This design comes from an exercise in tuning for small area on the open sky130 flow, not from production work.
The RTL was checked by simulation tests, not by an equivalence proof against the original design.

## the baseline
==> flow/design.v <==
module posit_mult_32_4 (
  input  wire        clk,
  input  wire [31:0] in1,
  input  wire [31:0] in2,
  input  wire        start,
  output wire [31:0] out,
  output wire        inf,
  output wire        zero,
  output wire        done
);
  reg  [6:0] cnt;
  wire [6:0] cnt_inc;
  pm_inc #(7) u_cinc (.a(cnt), .s(cnt_inc));
  wire c_lo_0  = (cnt[4:0] == 5'd0);
  wire ph_fill = ~cnt[6] & ~cnt[5];                   
  wire ph_wr   = cnt[6] & cnt[5];                     
  wire ph_b    = cnt[6] & ~cnt[5];                    
  wire at32    = ~cnt[6] & cnt[5] & c_lo_0;
  wire at64    = ph_b & c_lo_0;                       
  wire at65    = ph_b & (cnt[4:0] == 5'd1);           
  wire at66    = ph_b & (cnt[4:0] == 5'd2);           
  wire last    = ph_wr & (&cnt[4:0]);                 
  reg  [28:0] acc;
  always @(posedge clk)
    cnt <= at66 ? (acc[28] ? 7'd66 : 7'd96) : cnt_inc;
  wire s1 = in1[31], s2 = in2[31];
  reg  nz1, nz2;        
  assign inf  = (s1 & ~nz1) | (s2 & ~nz2);
  assign zero = ~s1 & ~nz1 & ~s2 & ~nz2;
  assign done = start;
  wire special = inf | ~nz1 | ~nz2;
  wire ms = s1 ^ s2;
  wire rc1 = in1[30] ^ s1, rc2 = in2[30] ^ s2;
  reg  [4:0]  F1;       
  reg         A1;       
  reg         N1;       
  reg  [31:3] M1;       
  wire [4:0]  F1_inc;
  pm_inc #(5) u_finc (.a(F1), .s(F1_inc));
  wire [31:0] v1 = {in1[30], in1[30:0]};
  wire [4:0]  idx1 = A1 ? F1 : ~cnt[4:0];
  wire        raw1 = v1[idx1];
  wire        term1 = ph_fill & ~A1 & (raw1 ^ in1[30]);
  wire        run1 = ph_fill & ~A1 & ~term1 & ~c_lo_0;     
  wire        x1bit = A1 & (raw1 ^ (s1 & N1));
  always @(posedge clk) begin
    if (last) begin
      A1 <= 1'b0; F1 <= 5'd0; N1 <= 1'b0;
    end else if (ph_fill) begin
      if (term1) A1 <= 1'b1;
      if (A1) F1 <= F1_inc;
      if (A1) N1 <= N1 | raw1;
    end
    if (ph_fill) M1 <= {x1bit, M1[31:4]};
    if (ph_fill & (&cnt[4:0])) nz1 <= in1[30] | A1 | term1;
  end
  reg  [5:0]  J2;       
  reg         A2;
  reg         N2;
  reg  [3:0]  E2;       
  wire [5:0]  J2_inc;
  pm_inc #(6) u_jinc (.a(J2), .s(J2_inc));
  wire        e2rd  = A2 & (&J2[5:2]);                
  wire        frac2 = A2 & J2[5] & ~(&J2[5:2]) & ~cnt[6];
  wire        scan2 = ph_fill | at32;                 
  wire [31:0] v2 = {in2[30], in2[30:0]};
  wire [4:0]  idx2 = frac2 ? J2[4:0] : ~cnt[4:0];
  wire        mux2 = v2[idx2];
  wire        raw2 = mux2 & (frac2 | ph_fill);
  wire        term2 = ~A2 & scan2 & (raw2 ^ in2[30]);
  wire        run2 = ~A2 & scan2 & ~term2 & ~c_lo_0;
  wire        x2bit = mux2 ^ (s2 & N2);
  always @(posedge clk) begin
    if (last) begin
      A2 <= 1'b0; J2 <= 6'd60; N2 <= 1'b0;
    end else begin
      if (term2) A2 <= 1'b1;
      if (A2 & (~cnt[6] | at64)) J2 <= J2_inc;
      if (frac2) N2 <= N2 | mux2;
      if (e2rd) E2 <= {E2[2:0], raw2 ^ s2};
      if (at32) nz2 <= in2[30] | A2 | term2;
    end
  end
  reg         bq;       
  always @(posedge clk) bq <= frac2 ? x2bit : at64;
  reg         S, D0, D1;
  wire [28:0] addend = {bq, M1[27:3] & {25{bq}}, 3'b000};
  wire [25:3] sum_lo;
  wire        chi;
  pm_add #(23) u_lo (.a(acc[25:3]), .b(addend[25:3]), .ci(1'b0), .s(sum_lo), .co(chi));
  wire [2:0]  hi0, hi1;
  wire        co0, co1;
  pm_add #(3) u_hi (.a(acc[28:26]), .b(addend[28:26]), .ci(1'b0), .s(hi0), .co(co0));
  pm_inc1 #(3) u_hi1 (.a(hi0), .ci(1'b1), .s(hi1), .co(co1));
  wire [28:0] sum = {chi ? hi1 : hi0, sum_lo, acc[2:0]};
  wire        sum_co = chi ? (co0 | co1) : co0;
  reg         ovf;
  always @(posedge clk) if (at65) ovf <= sum_co;
  wire        c1 = s1 & ~N1, c2 = s2 & ~N2;
  wire [3:0]  es;
  wire        es_co;
  pm_add #(4) u_es (.a(M1[31:28]), .b(E2), .ci(c2), .s(es), .co(es_co));
  wire [3:0]  e_o;
  wire        eo_co;
  pm_inc1 #(4) u_eo (.a(es), .ci(ovf), .s(e_o), .co(eo_co));
  reg  [6:0]  RA;
  reg         sgr;      
  wire        fin = at66 & ~acc[28];                  
  wire        big = RA[6] ? (~RA[5] | (RA[4:1] == 4'd0)) : (RA[5] | (&RA[4:1]));
  wire [6:0]  ra_clamp = big ? (RA[6] ? 7'b1100001 : 7'b0011110) : RA;
  wire        u1 = (run1 & rc1) | (at32 & c1) | (at64 & es_co) | (at66 & acc[28] & eo_co)
                 | ph_wr;
  wire        n1 = run1 & ~rc1;
  wire        u2 = run2 & rc2, n2 = run2 & ~rc2;
  wire        d0 = (u1 | n1) ^ (u2 | n2);
  wire        dneg = (n1 & ~u2) | (n2 & ~u1);
  wire        d1 = (u1 & u2) | dneg;
  wire [6:0]  ra_sum;
  wire        ra_co;
  pm_add #(7) u_ra (.a(RA), .b({{5{dneg}}, d1, d0}), .ci(1'b0), .s(ra_sum), .co(ra_co));
  always @(posedge clk) begin
    if (last) RA <= (rc1 & rc2) ? 7'b1111110 : ((rc1 | rc2) ? 7'b1111111 : 7'b0000000);
    else if (fin) RA <= ra_clamp ^ {7{~RA[6]}};     
    else RA <= ra_sum;
    if (fin) sgr <= RA[6];
  end
  wire [4:0]  oi = RA[4:0];
  wire        W = ~RA[6];                             
  wire [4:0]  cl = cnt[4:0];
  wire        esel = ph_wr & cl[4] & cl[3] & (cl[2:1] != 2'b00);    
  wire        ebit = cl[2] ? (cl[1] ? (cl[0] ? ~sgr : sgr) : (cl[0] ? e_o[3] : e_o[2]))
                           : (cl[0] ? e_o[1] : e_o[0]);
  wire        src = esel ? ebit : sum[0];
  always @(posedge clk) begin
    acc <= {sum_co, sum[28:1]};
    D1 <= src;
    D0 <= D1;
    S  <= ~ph_fill & (S | D0);
  end
  reg         C;
  wire        L = src, G = D1, R = D0, St = S;
  wire        first = (oi == 5'd0);
  wire        rnd_en = ~(cl[4] & cl[3] & (cl[2:1] != 2'b00));       
  wire        ulp = rnd_en & G & (L | R | St);
  wire        cin = first ? ((G ^ ms) & (ulp ^ ms)) : C;
  wire        yv = (L ^ ms) ^ cin;
  wire        val = ~special & (W ? yv : (~sgr ^ ms));
  reg  [30:0] outr;
  always @(posedge clk) C <= (L ^ ms) & cin;
  genvar gi;
  generate for (gi = 0; gi < 31; gi = gi + 1) begin : g_out
    always @(posedge clk) if (ph_wr & (oi == gi)) outr[gi] <= val;
  end endgenerate
  assign out = {special ? inf : ms, outr};
endmodule
module pm_add #(parameter W = 4) (
  input  wire [W-1:0] a, b,
  input  wire         ci,
  output wire [W-1:0] s,
  output wire         co
);
  wire [W:0] c;
  assign c[0] = ci;
  genvar i;
  generate for (i = 0; i < W; i = i + 1) begin : g
    assign s[i] = a[i] ^ b[i] ^ c[i];
    assign c[i+1] = (a[i] & b[i]) | (c[i] & (a[i] ^ b[i]));
  end endgenerate
  assign co = c[W];
endmodule
module pm_inc #(parameter W = 4) (
  input  wire [W-1:0] a,
  output wire [W-1:0] s
);
  wire [W:0] c;
  assign c[0] = 1'b1;
  genvar i;
  generate for (i = 0; i < W; i = i + 1) begin : g
    assign s[i] = a[i] ^ c[i];
    assign c[i+1] = a[i] & c[i];
  end endgenerate
endmodule
module pm_inc1 #(parameter W = 4) (
  input  wire [W-1:0] a,
  input  wire         ci,
  output wire [W-1:0] s,
  output wire         co
);
  wire [W:0] c;
  assign c[0] = ci;
  genvar i;
  generate for (i = 0; i < W; i = i + 1) begin : g
    assign s[i] = a[i] ^ c[i];
    assign c[i+1] = a[i] & c[i];
  end endgenerate
  assign co = c[W];
endmodule
==> flow/config.mk <==
export PLATFORM = sky130hd
export DESIGN_NAME = posit_mult_32_4
export DESIGN_NICKNAME = posit_mult_32_4
export VERILOG_FILES = /design/flow/design.v
export SDC_FILE = /design/flow/constraint.sdc
export NUM_CORES = 4
export LEC_CHECK = 0
export CAP_MARGIN = 20
export CORE_MARGIN = 2
export CORE_UTILIZATION = 60
export SLEW_MARGIN = 20
==> flow/constraint.sdc <==
create_clock -name core_clock -period 10.0 [get_ports {clk}]
set_input_delay 2.0000 -clock core_clock [delete_from_list [all_inputs] [get_ports {clk}]]
set_output_delay 2.0000 -clock core_clock [all_outputs]
set_load 0.01 [all_outputs]
standard.sh (not shown) runs the stock make flow with config.mk's settings and CLKGATE_MAP_FILE= SYNTH_SCRIPT=/design/flow/synth_recipe.tcl, a recipe that flattens the netlist after the stock synthesis.
==> flow/flow/run.sh <==
#!/bin/bash
# Layout flow: the standard layout (standard.sh) with three changes.
#  - Synthesis: flow/synth.tcl, the standard synthesis script with ABC run
#    on an area-oriented script (flow/area.abc).
#  - Port buffers: buffer_ports uses sky130_fd_sc_hd__buf_1 instead of the
#    clkdlybuf4s50_1 delay cell it picks by default; every port still gets
#    its own buffer.
#  - Clock tree: clkbuf_4 buffers and no dummy loads.
# make's full output goes to flow_make.log in this folder; the ORFS step logs
# stay under orfs/logs/.
set -euo pipefail
export AREA_ABC_SCRIPT="$PWD/flow/area.abc"
bash standard.sh \
  "SYNTH_SCRIPT=$PWD/flow/synth.tcl" \
  "BUFFER_PORTS_ARGS=-buffer_cell sky130_fd_sc_hd__buf_1" \
  "CTS_ARGS=-sink_clustering_enable -repair_clock_nets -buf_list sky130_fd_sc_hd__clkbuf_4 -dont_use_dummy_load" \
  finish > flow_make.log 2>&1
==> flow/flow/area.abc <==
&get -n
&st
&syn2
&dch
&put
amap
==> flow/flow/synth.tcl <==
# The standard synthesis (synth_recipe.tcl), with one change: ABC maps the
# logic with an area-oriented script (area.abc, beside this file) instead of
# ORFS's delay-oriented one. Registers are made before ABC runs, so their
# names and cells are those of the standard synthesis.
proc synth {args} { yosys synth -nofsm -noshare {*}$args }
proc abc {args} {
  set i [lsearch -exact $args -script]
  if {$i >= 0} { lset args [expr {$i+1}] $::env(AREA_ABC_SCRIPT) }
  yosys abc {*}$args
}
source $::env(SCRIPTS_DIR)/synth.tcl
# left out here: clear keep_hierarchy, flatten, clean up, hide names made inside functions, write 1_2_yosys.v
The baseline was carried through to the last stage, and its layout satisfied the timing, DRC and antenna checks.
What the candidate does differently from the baseline at the input level:
-- flow/design.v --
<<< the baseline, line 21
  wire at66    = ph_b & (cnt[4:0] == 5'd2);           
  wire last    = ph_wr & (&cnt[4:0]);                 
  reg  [28:0] acc;
  always @(posedge clk)
>>> the candidate, line 21
  wire at66    = ph_b & (cnt[4:0] == 5'd2);           
  wire last    = ph_wr & (&cnt[4:0]);                 
  wire e1add   = ph_fill & cnt[4] & cnt[3] & cnt[2];       
  wire e2add   = ~cnt[6] & cnt[5] & ~cnt[4] & cnt[3] & ~cnt[2];   
  reg  [28:0] acc;
  always @(posedge clk)
<<< the baseline, line 35
  reg         A1;       
  reg         N1;       
  reg  [31:3] M1;       
  wire [4:0]  F1_inc;
  pm_inc #(5) u_finc (.a(F1), .s(F1_inc));
>>> the candidate, line 37
  reg         A1;       
  reg         N1;       
  reg  [27:3] M1;       
  wire [4:0]  F1_inc;
  pm_inc #(5) u_finc (.a(F1), .s(F1_inc));
<<< the baseline, line 52
      if (A1) N1 <= N1 | raw1;
    end
    if (ph_fill) M1 <= {x1bit, M1[31:4]};
    if (ph_fill & (&cnt[4:0])) nz1 <= in1[30] | A1 | term1;
  end
>>> the candidate, line 54
      if (A1) N1 <= N1 | raw1;
    end
    if (ph_fill & ~e1add) M1 <= {x1bit, M1[27:4]};
    if (ph_fill & (&cnt[4:0])) nz1 <= in1[30] | A1 | term1;
  end
<<< the baseline, line 78
      if (A2 & (~cnt[6] | at64)) J2 <= J2_inc;
      if (frac2) N2 <= N2 | mux2;
      if (e2rd) E2 <= {E2[2:0], raw2 ^ s2};
      if (at32) nz2 <= in2[30] | A2 | term2;
    end
>>> the candidate, line 80
      if (A2 & (~cnt[6] | at64)) J2 <= J2_inc;
      if (frac2) N2 <= N2 | mux2;
      if (e2rd | e2add) E2 <= {E2[2:0], e2rd & (raw2 ^ s2)};
      if (at32) nz2 <= in2[30] | A2 | term2;
    end
<<< the baseline, line 98
  always @(posedge clk) if (at65) ovf <= sum_co;
  wire        c1 = s1 & ~N1, c2 = s2 & ~N2;
  wire [3:0]  es;
  wire        es_co;
  pm_add #(4) u_es (.a(M1[31:28]), .b(E2), .ci(c2), .s(es), .co(es_co));
  wire [3:0]  e_o;
  wire        eo_co;
  pm_inc1 #(4) u_eo (.a(es), .ci(ovf), .s(e_o), .co(eo_co));
  reg  [6:0]  RA;
  reg         sgr;      
  wire        fin = at66 & ~acc[28];                  
  wire        big = RA[6] ? (~RA[5] | (RA[4:1] == 4'd0)) : (RA[5] | (&RA[4:1]));
  wire [6:0]  ra_clamp = big ? (RA[6] ? 7'b1100001 : 7'b0011110) : RA;
  wire        u1 = (run1 & rc1) | (at32 & c1) | (at64 & es_co) | (at66 & acc[28] & eo_co)
                 | ph_wr;
  wire        n1 = run1 & ~rc1;
  wire        u2 = run2 & rc2, n2 = run2 & ~rc2;
>>> the candidate, line 100
  always @(posedge clk) if (at65) ovf <= sum_co;
  wire        c1 = s1 & ~N1, c2 = s2 & ~N2;
  reg  [6:0]  RA;
  reg  [3:0]  RL;
  reg         sgr;      
  wire        fin = at66 & ~acc[28];                  
  wire        big = RA[6] ? (~RA[5] | (RA[4:1] == 4'd0)) : (RA[5] | (&RA[4:1]));
  wire [6:0]  ra_clamp = big ? (RA[6] ? 7'b1100001 : 7'b0011110) : RA;
  wire        u1 = (run1 & rc1) | (at32 & c1) | ph_wr;
  wire        n1 = run1 & ~rc1;
  wire        u2 = run2 & rc2, n2 = run2 & ~rc2;
<<< the baseline, line 116
  wire        dneg = (n1 & ~u2) | (n2 & ~u1);
  wire        d1 = (u1 & u2) | dneg;
  wire [6:0]  ra_sum;
  wire        ra_co;
  pm_add #(7) u_ra (.a(RA), .b({{5{dneg}}, d1, d0}), .ci(1'b0), .s(ra_sum), .co(ra_co));
  always @(posedge clk) begin
    if (last) RA <= (rc1 & rc2) ? 7'b1111110 : ((rc1 | rc2) ? 7'b1111111 : 7'b0000000);
    else if (fin) RA <= ra_clamp ^ {7{~RA[6]}};     
    else RA <= ra_sum;
    if (fin) sgr <= RA[6];
  end
  wire [4:0]  oi = RA[4:0];
  wire        W = ~RA[6];                             
>>> the candidate, line 112
  wire        dneg = (n1 & ~u2) | (n2 & ~u1);
  wire        d1 = (u1 & u2) | dneg;
  wire        ebt = (e1add & x1bit) | (e2add & E2[3]);
  wire [1:0]  epos = e1add ? cnt[1:0] : ~cnt[1:0];
  wire        plus1 = (at64 & c2) | (at66 & acc[28]);
  wire [3:0]  lo_add = ({3'b000, plus1})
                     | ({4{ebt}} & {epos == 2'd3, epos == 2'd2, epos == 2'd1, epos == 2'd0});
  wire [10:0] ex_sum;
  wire        ex_co;
  pm_add #(11) u_ex (.a({RA, RL}), .b({{5{dneg}}, d1, d0, lo_add}), .ci(1'b0),
                     .s(ex_sum), .co(ex_co));
  always @(posedge clk) begin
    if (last) begin
      RA <= (rc1 & rc2) ? 7'b1111110 : ((rc1 | rc2) ? 7'b1111111 : 7'b0000000);
      RL <= 4'd0;
    end else if (fin) RA <= ra_clamp ^ {7{~RA[6]}};     
    else {RA, RL} <= ex_sum;
    if (fin) sgr <= RA[6];
  end
  wire [3:0]  e_o = RL;
  wire [4:0]  oi = RA[4:0];
  wire        W = ~RA[6];                             
### Flow results
- [the candidate vs the baseline] utilization of the core after routing: higher in the candidate
- Average wire per standard cell: the candidate vs the baseline up about 0.35%
- Detailed-routing wirelength on met1: the candidate vs the baseline up about 4.3%
- Comparing via count for the baseline and the candidate, the bigger number came from the candidate.
- On number of rows created at floorplan: between the baseline and the candidate, it ends up higher for the baseline.

## separate check: timing with driven ports
The results above use ideal ports. As a check the final layouts listed here were re-extracted and re-timed, cells and wires unchanged. Step 1 sets driving cells, clkbuf_16 on the clock port and buf_2 on the other inputs (assumed; they add their load-dependent delay and slew). Step 2 adds t to the input delays and takes it off the output delays; t is the mean of the earliest and latest rising clock arrival at the registers after step 1. Input paths then give back, and output paths get back, about the clock's delay inside the block. Three values: ideal ports, drivers, drivers and shift; two values: the first two.
run | t (ns) | setup slack, ns | hold WS [ns]
the baseline | 0.554 | 0.630 / 0.630 / 0.630 | 0.340 / 0.340 / 0.340
the candidate | 0.560 | 0.640 / 0.640 / 0.640 | 0.340 / 0.340 / 0.340
After both steps setup and hold are still met in every run listed.
